From an optimization exercise on the open Yosys and OpenROAD flow, aimed at small area, a short achievable clock period and few clock cycles per item; shortcuts taken in it are not production practice. RTL that was checked went through simulation tests only; none was proved equivalent to the original.

==> flow/design.v <==
`timescale 1ns / 1ps
module FP16_div(
    input [15:0]data_dividend,
    input [15:0]data_divisor,
    input input_valid,
    input clk,
    input rst,
    output [15:0]data_q,
    output reg output_update,
    output reg idle
    );
    reg found;               
    reg st;                  
    reg qr1, qr2;            
    reg s;                   
    reg rnd;                 
    reg ltr;                 
    reg [11:0] X;            
    reg [10:0] D;            
    reg [6:0] E;             
    reg [9:0] M;             
    wire busy = ~idle;
    wire load = input_valid & idle;
    wire [4:0] ea = data_dividend[14:10];
    wire [4:0] eb = data_divisor[14:10];
    wire ea_nz = |ea;
    wire eb_nz = |eb;
    wire lt = ea_nz & eb_nz & (data_dividend[9:6] < data_divisor[9:6]);
    wire [11:0] X_in = lt ? {1'b1, data_dividend[9:0], 1'b0} : {1'b0, ea_nz, data_dividend[9:0]};
    wire [10:0] D_in = {eb_nz, data_divisor[9:0]};
    wire [4:0] ex = {ea[4:1], ea[0] | ~ea_nz};
    wire [4:0] ed = {eb[4:1], eb[0] | ~eb_nz};
    wire [6:0] E_in = {2'b00, ex} + {2'b00, ~ed} + 7'b1110000;    
    wire [11:0] nD = ~{1'b0, D};
    wire [11:0] X2 = {X[10:0], 1'b0};
    wire [11:0] A = X[11:0] + nD + 12'd1;                      
    wire [11:0] B = X2 + nD + 12'd1;                           
    wire [11:0] D2 = {D, 1'b0};
    wire [11:0] Dd = {1'b0, D};
    wire [11:0] X2c = {X[10:0], 1'b1};
    wire [11:0] cs_s = X2c ^ Dd ^ D2;
    wire [11:0] cs_c = (X2c & ~(Dd & D2)) | ~(Dd | D2);
    wire [11:0] C = cs_s + {cs_c[10:0], 1'b0} + 12'd1;         
    wire q1 = ~A[11];
    wire q2 = q1 ? ~C[11] : ~B[11];
    wire [10:0] P_hi = C[11] ? {A[9:0], 1'b0} : C[10:0];      
    wire [10:0] P_lo = B[11] ? {X[9:0], 1'b0} : B[10:0];      
    wire [10:0] P = q1 ? P_hi : P_lo;
    wire Dz = ~|D;
    wire dn = ~D[10];
    wire signed [6:0] Es = E;
    wire e_ovf = ltr ? (Es >= 33) : (Es >= 32);
    wire e31 = E == 7'd31;
    wire e_zero = ltr ? (Es <= -10) : (Es <= -11);
    wire e_m10 = ltr ? (Es == -9) : (Es == -10);
    wire e_m9 = ltr ? (Es == -8) : (Es == -9);
    wire e_den = (Es >= -8) & (Es <= 1);
    wire e1 = E == 7'd1;
    wire e_m8 = Es == -8;
    wire e_m7 = Es == -7;
    wire [3:0] mk = 4'd2 - E[3:0];                    
    wire [10:0] marker = 11'd1 << mk;
    wire [6:0] Eadj = E + (dn ? 7'd1 : {6'b111111, qr2 | ~st});
    reg f2;
    reg [6:0] E2;
    reg [10:0] M2;
    always @(*) begin
        f2 = 1'b1;
        E2 = E;
        M2 = {M[8:0], qr1, qr2};
        if (~found) begin
            if (e_den) begin
                E2 = {6'd0, e1 & qr1};
                M2 = marker | {9'd0, qr1, qr2};
            end else if (qr1) begin
                M2 = {9'd0, 1'b1, qr2};
            end else if (qr2) begin
                E2 = Eadj;
                M2 = 11'd1;
            end else begin
                E2 = Eadj;
                M2 = 11'd0;
                f2 = 1'b0;
            end
        end
    end
    wire ovf = Dz | (~dn & (st ? (~found & e31 & qr1) : e_ovf));
    wire zero = ~dn & ~st & e_zero;
    wire fin_b = ~dn & (st ? (found ? M[8] : e_m8) : e_m10);               
    wire fin_a = ~dn & (st ? (found ? (M[7] & ~M[8]) : e_m7) : e_m9);     
    wire done = ovf | zero | fin_a | fin_b;
    always @(posedge clk) begin
        if (rst) begin
            idle <= 1'b1;
            output_update <= 1'b0;
        end else if (load) begin
            idle <= 1'b0;
            output_update <= 1'b0;
        end else begin
            idle <= idle | done;
            output_update <= busy & done;
        end
    end
    always @(posedge clk) begin
        if (load) begin
            X <= X_in;
            D <= D_in;
            st <= 1'b0;
        end else if (dn) begin
            D <= {D[9:0], 1'b0};
        end else begin
            X <= {P, 1'b0};
            st <= 1'b1;
        end
        if (load) ltr <= lt;
        qr1 <= q1;
        qr2 <= q2;
        rnd <= (fin_b & q1) | (fin_a & q2);
    end
    always @(posedge clk) begin
        if (load) begin
            s <= data_dividend[15] ^ data_divisor[15];
            E <= E_in;
            found <= 1'b0;
        end else if (ovf) begin
            E <= 7'd30;
        end else if (dn) begin
            E <= Eadj;
        end else if (~st) begin
            if (zero | fin_a | fin_b) E <= 7'd0;
            else if (ltr) E <= Eadj;
        end else begin
            E <= E2;
            found <= f2;
        end
    end
    always @(posedge clk) begin
        if (load)
            M <= 10'd0;
        else if (ovf)
            M <= 10'h3ff;
        else if (dn)
            M <= 10'd0;
        else if (~st)
            M <= {9'd0, fin_a & q1};
        else
            M <= fin_a ? {M2[8:0], q1} : M2[9:0];
    end
    wire [14:0] EM = {E[4:0], M};
    wire sat = EM == 15'h7bff;
    wire [14:0] V = EM + {14'd0, rnd & ~sat};
    wire rzero = ~|{EM, rnd};
    assign data_q = {s & ~rzero, V};
endmodule
export LEC_CHECK = 0
export CAP_MARGIN = 20
export CORE_MARGIN = 2
export CORE_UTILIZATION = 40
export CTS_BUF_LIST = sky130_fd_sc_hd__clkbuf_4 sky130_fd_sc_hd__clkbuf_8
export SETUP_SLACK_MARGIN = 1.65
export SLEW_MARGIN = 20
create_clock -name core_clock -period 5.0 [get_ports {clk}]
standard.sh (not shown) runs the stock make flow with config.mk's settings and CLKGATE_MAP_FILE= SYNTH_SCRIPT=/design/flow/synth_recipe.tcl, a recipe that flattens the netlist after the stock synthesis.
==> flow/flow/run.sh <==
#!/bin/bash
# Standard layout, with the port buffers made from buf_2 cells.
set -euo pipefail
export BUFFER_PORTS_ARGS="-buffer_cell sky130_fd_sc_hd__buf_2"
bash standard.sh > standard.log 2>&1
Testbench counts at the start, summed over its fixed seeds: cycles 48,597, items 8,000.
Edit:
--- a/flow/design.v
+++ b/flow/design.v
@@ -15,5 +15,4 @@
     reg s;                   
     reg rnd;                 
-    reg ltr;                 
     reg [11:0] X;            
     reg [10:0] D;            
@@ -26,6 +25,5 @@
     wire ea_nz = |ea;
     wire eb_nz = |eb;
-    wire lt = ea_nz & eb_nz & (data_dividend[9:6] < data_divisor[9:6]);
-    wire [11:0] X_in = lt ? {1'b1, data_dividend[9:0], 1'b0} : {1'b0, ea_nz, data_dividend[9:0]};
+    wire [11:0] X_in = {1'b0, ea_nz, data_dividend[9:0]};
     wire [10:0] D_in = {eb_nz, data_divisor[9:0]};
     wire [4:0] ex = {ea[4:1], ea[0] | ~ea_nz};
@@ -50,9 +48,9 @@
     wire dn = ~D[10];
     wire signed [6:0] Es = E;
-    wire e_ovf = ltr ? (Es >= 33) : (Es >= 32);
+    wire e_ovf = Es >= 32;
     wire e31 = E == 7'd31;
-    wire e_zero = ltr ? (Es <= -10) : (Es <= -11);
-    wire e_m10 = ltr ? (Es == -9) : (Es == -10);
-    wire e_m9 = ltr ? (Es == -8) : (Es == -9);
+    wire e_zero = Es <= -11;
+    wire e_m10 = Es == -10;
+    wire e_m9 = Es == -9;
     wire e_den = (Es >= -8) & (Es <= 1);
     wire e1 = E == 7'd1;
@@ -61,5 +59,5 @@
     wire [3:0] mk = 4'd2 - E[3:0];                    
     wire [10:0] marker = 11'd1 << mk;
-    wire [6:0] Eadj = E + (dn ? 7'd1 : {6'b111111, qr2 | ~st});
+    wire [6:0] Eadj = E + (dn ? 7'd1 : {6'b111111, qr2});
     reg f2;
     reg [6:0] E2;
@@ -113,5 +111,4 @@
             st <= 1'b1;
         end
-        if (load) ltr <= lt;
         qr1 <= q1;
         qr2 <= q2;
@@ -129,5 +126,4 @@
         end else if (~st) begin
             if (zero | fin_a | fin_b) E <= 7'd0;
-            else if (ltr) E <= Eadj;
         end else begin
             E <= E2;
What happened:
- The changed run finished clean
- cell area is lower by 4.2%
- via count fell by 4.7%
- final cell count shrinks by 2.5%
- area after synthesis falls by 3.5%
Testbench counts after the change, summed over its fixed seeds: cycles 51,570, items 8,000.

========
RTL: the design.v shown in full above, as it stands there.
export LEC_CHECK = 0
export CAP_MARGIN = 20
export CORE_MARGIN = 2
export CORE_UTILIZATION = 40
export CTS_BUF_LIST = sky130_fd_sc_hd__clkbuf_4 sky130_fd_sc_hd__clkbuf_8
export SETUP_SLACK_MARGIN = 1.5
export SLEW_MARGIN = 20
create_clock -name core_clock -period 5.0 [get_ports {clk}]
Scripts as last shown in full above: flow/flow/run.sh
Testbench counts at the start, summed over its fixed seeds: cycles 48,597, items 8,000.
==> next run, changes <==
--- a/flow/design.v
+++ b/flow/design.v
@@ -15,5 +15,4 @@
     reg s;                   
     reg rnd;                 
-    reg ltr;                 
     reg [11:0] X;            
     reg [10:0] D;            
@@ -26,10 +25,10 @@
     wire ea_nz = |ea;
     wire eb_nz = |eb;
-    wire lt = ea_nz & eb_nz & (data_dividend[9:6] < data_divisor[9:6]);
+    wire lt = ea_nz & eb_nz & (data_dividend[9:7] < data_divisor[9:7]);
     wire [11:0] X_in = lt ? {1'b1, data_dividend[9:0], 1'b0} : {1'b0, ea_nz, data_dividend[9:0]};
     wire [10:0] D_in = {eb_nz, data_divisor[9:0]};
     wire [4:0] ex = {ea[4:1], ea[0] | ~ea_nz};
     wire [4:0] ed = {eb[4:1], eb[0] | ~eb_nz};
-    wire [6:0] E_in = {2'b00, ex} + {2'b00, ~ed} + 7'b1110000;    
+    wire [6:0] E_in = {2'b00, ex} + {2'b00, ~ed} + {6'd0, ~lt} + 7'b1101111;    
     wire [11:0] nD = ~{1'b0, D};
     wire [11:0] X2 = {X[10:0], 1'b0};
@@ -50,9 +49,9 @@
     wire dn = ~D[10];
     wire signed [6:0] Es = E;
-    wire e_ovf = ltr ? (Es >= 33) : (Es >= 32);
+    wire e_ovf = Es >= 32;
     wire e31 = E == 7'd31;
-    wire e_zero = ltr ? (Es <= -10) : (Es <= -11);
-    wire e_m10 = ltr ? (Es == -9) : (Es == -10);
-    wire e_m9 = ltr ? (Es == -8) : (Es == -9);
+    wire e_zero = Es <= -11;
+    wire e_m10 = Es == -10;
+    wire e_m9 = Es == -9;
     wire e_den = (Es >= -8) & (Es <= 1);
     wire e1 = E == 7'd1;
@@ -61,5 +60,5 @@
     wire [3:0] mk = 4'd2 - E[3:0];                    
     wire [10:0] marker = 11'd1 << mk;
-    wire [6:0] Eadj = E + (dn ? 7'd1 : {6'b111111, qr2 | ~st});
+    wire [6:0] Eadj = E + (dn ? 7'd1 : {6'b111111, qr2});
     reg f2;
     reg [6:0] E2;
@@ -113,5 +112,4 @@
             st <= 1'b1;
         end
-        if (load) ltr <= lt;
         qr1 <= q1;
         qr2 <= q2;
@@ -129,5 +127,4 @@
         end else if (~st) begin
             if (zero | fin_a | fin_b) E <= 7'd0;
-            else if (ltr) E <= Eadj;
         end else begin
             E <= E2;
=> Critical path depth is higher by 3; setup slack degrades by 0.085 ns; clock-buffer cell count is higher by 1; routed wire length is about the same; die area is lower by 0.56%; core utilization is higher by 0.21 points; synthesized cell count is lower by 0.34%; synthesized area is lower by 0.59%; via count is higher by 1.4%; hold slack improves by 0.070 ns; final cell count is about the same.
The RTL of the second run of this note was laid out without a check of its function.

========
FP16_div, a different RTL version from the one above (not shown whole).
Size: about 680 cells after synthesis, ~49 flip-flops, about 53 I/O pins, ~5700 sq um of cells after synthesis.
## FP16_div
module FP16_div(
    input [15:0]data_dividend,
    input [15:0]data_divisor,
    input input_valid,
    input clk,
    input rst,
    output [15:0]data_q,
    output reg output_update,
    output reg idle
    );
==> module FP16_div, before the edit <==
module FP16_div(
    input [15:0]data_dividend,
    input [15:0]data_divisor,
    input input_valid,
    input clk,
    input rst,
    output [15:0]data_q,
    output reg output_update,
    output reg idle
    );
    reg found;               
    reg st;                  
    reg qr1, qr2;            
    reg s;                   
    reg rnd;                 
    reg [12:0] X;            
    reg [10:0] D;            
    reg [6:0] E;             
    reg [9:0] M;             
    wire busy = ~idle;
    wire load = input_valid & idle;
    wire [4:0] ea = data_dividend[14:10];
    wire [4:0] eb = data_divisor[14:10];
    wire ea_nz = |ea;
    wire eb_nz = |eb;
    wire [12:0] X_in = {2'b00, ea_nz, data_dividend[9:0]};
    wire [10:0] D_in = {eb_nz, data_divisor[9:0]};
    wire [6:0] E_in = {2'b00, ea} + {2'b00, ~eb} + {6'd0, ~ea_nz} + {6'd0, eb_nz} + 7'b1101111;    
    wire sub = ~X[12];
    wire [11:0] Dm = {1'b0, D} ^ {12{sub}};                    
    wire [11:0] X2 = {X[10:0], 1'b0};
    wire [11:0] Dd = {1'b0, D};
    wire [11:0] D2 = {D, 1'b0};
    wire [11:0] K = Dd ^ D2;
    wire [11:0] Pp = sub ? ~(Dd & D2) : (Dd | D2);
    wire [11:0] Gg = sub ? ~(Dd | D2) : (Dd & D2);
    wire [11:0] cs_s = X2 ^ K;
    wire [11:0] cs_c = (X2 & Pp) | Gg;
    wire [11:0] T1 = X[11:0] + Dm + {11'd0, sub};              
    wire [11:0] A = {X[10:0], 1'b0} + Dm + {11'd0, sub};       
    wire [11:0] B = cs_s + {cs_c[10:0], 1'b0} + {10'd0, sub, 1'b0};   
    wire q1 = ~T1[11];
    wire [11:0] T2 = (q1 == sub) ? B : A;
    wire q2 = ~T2[11];
    wire Dz = ~|D;
    wire dn = ~D[10];
    wire signed [6:0] Es = E;
    wire e_ovf = Es >= 32;
    wire e31 = E == 7'd31;
    wire e_zero = Es <= -11;
    wire e_m10 = Es == -10;
    wire e_m9 = Es == -9;
    wire e_den = (Es >= -8) & (Es <= 0);
    wire e1 = E == 7'd1;
    wire e2 = E == 7'd2;
    wire [3:0] mk = 4'd2 - E[3:0];                    
    wire [10:0] marker = 11'd1 << mk;
    wire [6:0] Ep1 = E + 7'd1;
    wire [6:0] Em1 = E - 7'd1;
    wire [6:0] Em2 = E - 7'd2;
    reg f2;
    reg [6:0] E2;
    reg [10:0] M2;
    always @(*) begin
        f2 = 1'b1;
        E2 = E;
        M2 = {M[8:0], qr1, qr2};
        if (~found) begin
            if (e_den) begin
                E2 = 7'd0;
                M2 = marker | {9'd0, qr1, qr2};
            end else if (e1) begin
                E2 = {6'd0, qr1};
                M2 = {9'd0, 1'b1, qr2};
            end else if (e2) begin
                E2 = qr1 ? 7'd2 : {6'd0, qr2};
                M2 = {9'd0, qr1, qr1 ? qr2 : 1'b1};
            end else if (qr1) begin
                M2 = {9'd0, 1'b1, qr2};
            end else if (qr2) begin
                E2 = Em1;
                M2 = 11'd1;
            end else begin
                E2 = Em2;
                M2 = 11'd0;
                f2 = 1'b0;
            end
        end
    end
    wire ovf = Dz | (~dn & (st ? (~found & e31 & qr1) : e_ovf));
    wire zero = ~dn & ~st & e_zero;
    wire fin_b = ~dn & (st ? M2[10] : e_m10);         
    wire fin_a = ~dn & (st ? (M2[9] & ~M2[10]) : e_m9);          
    wire done = ovf | zero | fin_a | fin_b;
    always @(posedge clk) begin
        if (rst) begin
            idle <= 1'b1;
            output_update <= 1'b0;
        end else if (load) begin
            idle <= 1'b0;
            output_update <= 1'b0;
        end else begin
            idle <= idle | done;
            output_update <= busy & done;
        end
    end
    always @(posedge clk) begin
        if (load) begin
            X <= X_in;
            D <= D_in;
            st <= 1'b0;
        end else if (dn) begin
            D <= {D[9:0], 1'b0};
        end else begin
            X <= {T2, 1'b0};
            st <= 1'b1;
        end
        qr1 <= q1;
        qr2 <= q2;
        rnd <= (fin_b & q1) | (fin_a & q2);
    end
    always @(posedge clk) begin
        if (load) begin
            s <= data_dividend[15] ^ data_divisor[15];
            E <= E_in;
            M <= 10'd0;
            found <= 1'b0;
        end else if (ovf) begin
            E <= 7'd30;
            M <= 10'h3ff;
        end else if (dn) begin
            E <= Ep1;
        end else if (~st) begin
            if (zero | fin_a | fin_b) begin
                E <= 7'd0;
                M <= {9'd0, fin_a & q1};
            end
        end else begin
            E <= E2;
            found <= f2;
            M <= fin_a ? {M2[8:0], q1} : M2[9:0];
        end
    end
    wire [14:0] EM = {E[4:0], M};
    wire sat = EM == 15'h7bff;
    wire [14:0] V = EM + {14'd0, rnd & ~sat};
    wire rzero = ~|{EM, rnd};
    assign data_q = {s & ~rzero, V};
endmodule
clock: 5.0 ns
lec_check: 0
cap_margin: 20
core_margin: 2
core_utilization: 40
setup_slack_margin: 1.5
slew_margin: 20
Scripts as last shown in full above: flow/flow/run.sh
==> next run, changes <==
--- a/flow/design.v
+++ b/flow/design.v
@@ -29,14 +29,10 @@
     wire [6:0] E_in = {2'b00, ea} + {2'b00, ~eb} + {6'd0, ~ea_nz} + {6'd0, eb_nz} + 7'b1101111;    
     wire sub = ~X[12];
     wire [11:0] Dm = {1'b0, D} ^ {12{sub}};                    
+    wire [11:0] D2m = {D, 1'b0} ^ {12{sub}};                   
     wire [11:0] X2 = {X[10:0], 1'b0};
-    wire [11:0] Dd = {1'b0, D};
-    wire [11:0] D2 = {D, 1'b0};
-    wire [11:0] K = Dd ^ D2;
-    wire [11:0] Pp = sub ? ~(Dd & D2) : (Dd | D2);
-    wire [11:0] Gg = sub ? ~(Dd | D2) : (Dd & D2);
-    wire [11:0] cs_s = X2 ^ K;
-    wire [11:0] cs_c = (X2 & Pp) | Gg;
+    wire [11:0] cs_s = X2 ^ Dm ^ D2m;
+    wire [11:0] cs_c = (X2 & Dm) | (X2 & D2m) | (Dm & D2m);
     wire [11:0] T1 = X[11:0] + Dm + {11'd0, sub};              
     wire [11:0] A = {X[10:0], 1'b0} + Dm + {11'd0, sub};       
     wire [11:0] B = cs_s + {cs_c[10:0], 1'b0} + {10'd0, sub, 1'b0};   
After rerunning:
- The changed run finished with timing, DRC and antenna clean
- die area fell by 4.4%
- final cell count fell by 2.1%
- final area fell by 1.2%
- wire length fell by about 4.4%
- non-clock buffer count rose by 3
No run of this note included a check of the RTL's function; only the layout flow was run.

afterwards: timing with drivers on the ports:
Ports are ideal in the flow. The routed layouts listed here were re-timed in OpenROAD. Step 1, drivers: a clkbuf_16 drives clk and a buf_2 each remaining input, both assumed. Step 2 moves the port delays by t, midway between the first and last clock arrival at a register: inputs arrive t later, outputs are due t later. That takes back most of the time a late clock gives input paths. Slacks: ideal / step 1 / step 2; pairs: ideal / step 1.
| run | t, ns | setup WS [ns] | hold WS [ns] | clock arrival spread, ns | worst data-port slew with drivers (ns) |
|---|---|---|---|---|---|
| the first run of note 1 | 0.339 | 1.741 / 1.710 / 1.428 | 0.497 / 0.497 / 0.497 | 0.012 / 0.012 | 0.04 |
| the second run of note 1 | 0.338 | 1.721 / 1.689 / 1.647 | 0.499 / 0.499 / 0.499 | 0.012 / 0.012 | 0.03 |
| the first run of note 2 | 0.338 | 1.677 / 1.659 / 1.384 | 0.495 / 0.495 / 0.495 | 0.013 / 0.013 | 0.03 |
| the second run of note 2 | 0.328 | 1.593 / 1.603 / 1.275 | 0.565 / 0.565 / 0.565 | 0.010 / 0.010 | 0.04 |
| the first run of note 3 | 0.345 | 1.558 / 1.515 / 1.605 | 0.567 / 0.567 / 0.567 | 0.006 / 0.006 | 0.05 |
| the second run of note 3 | 0.338 | 1.557 / 1.534 / 1.511 | 0.520 / 0.520 / 0.520 | 0.014 / 0.014 | 0.03 |
After both steps setup and hold are still met in every run listed. The setup slack of the second run of note 2, which loses most, moves by +0.010 ns with the drivers and by -0.318 ns with both steps.
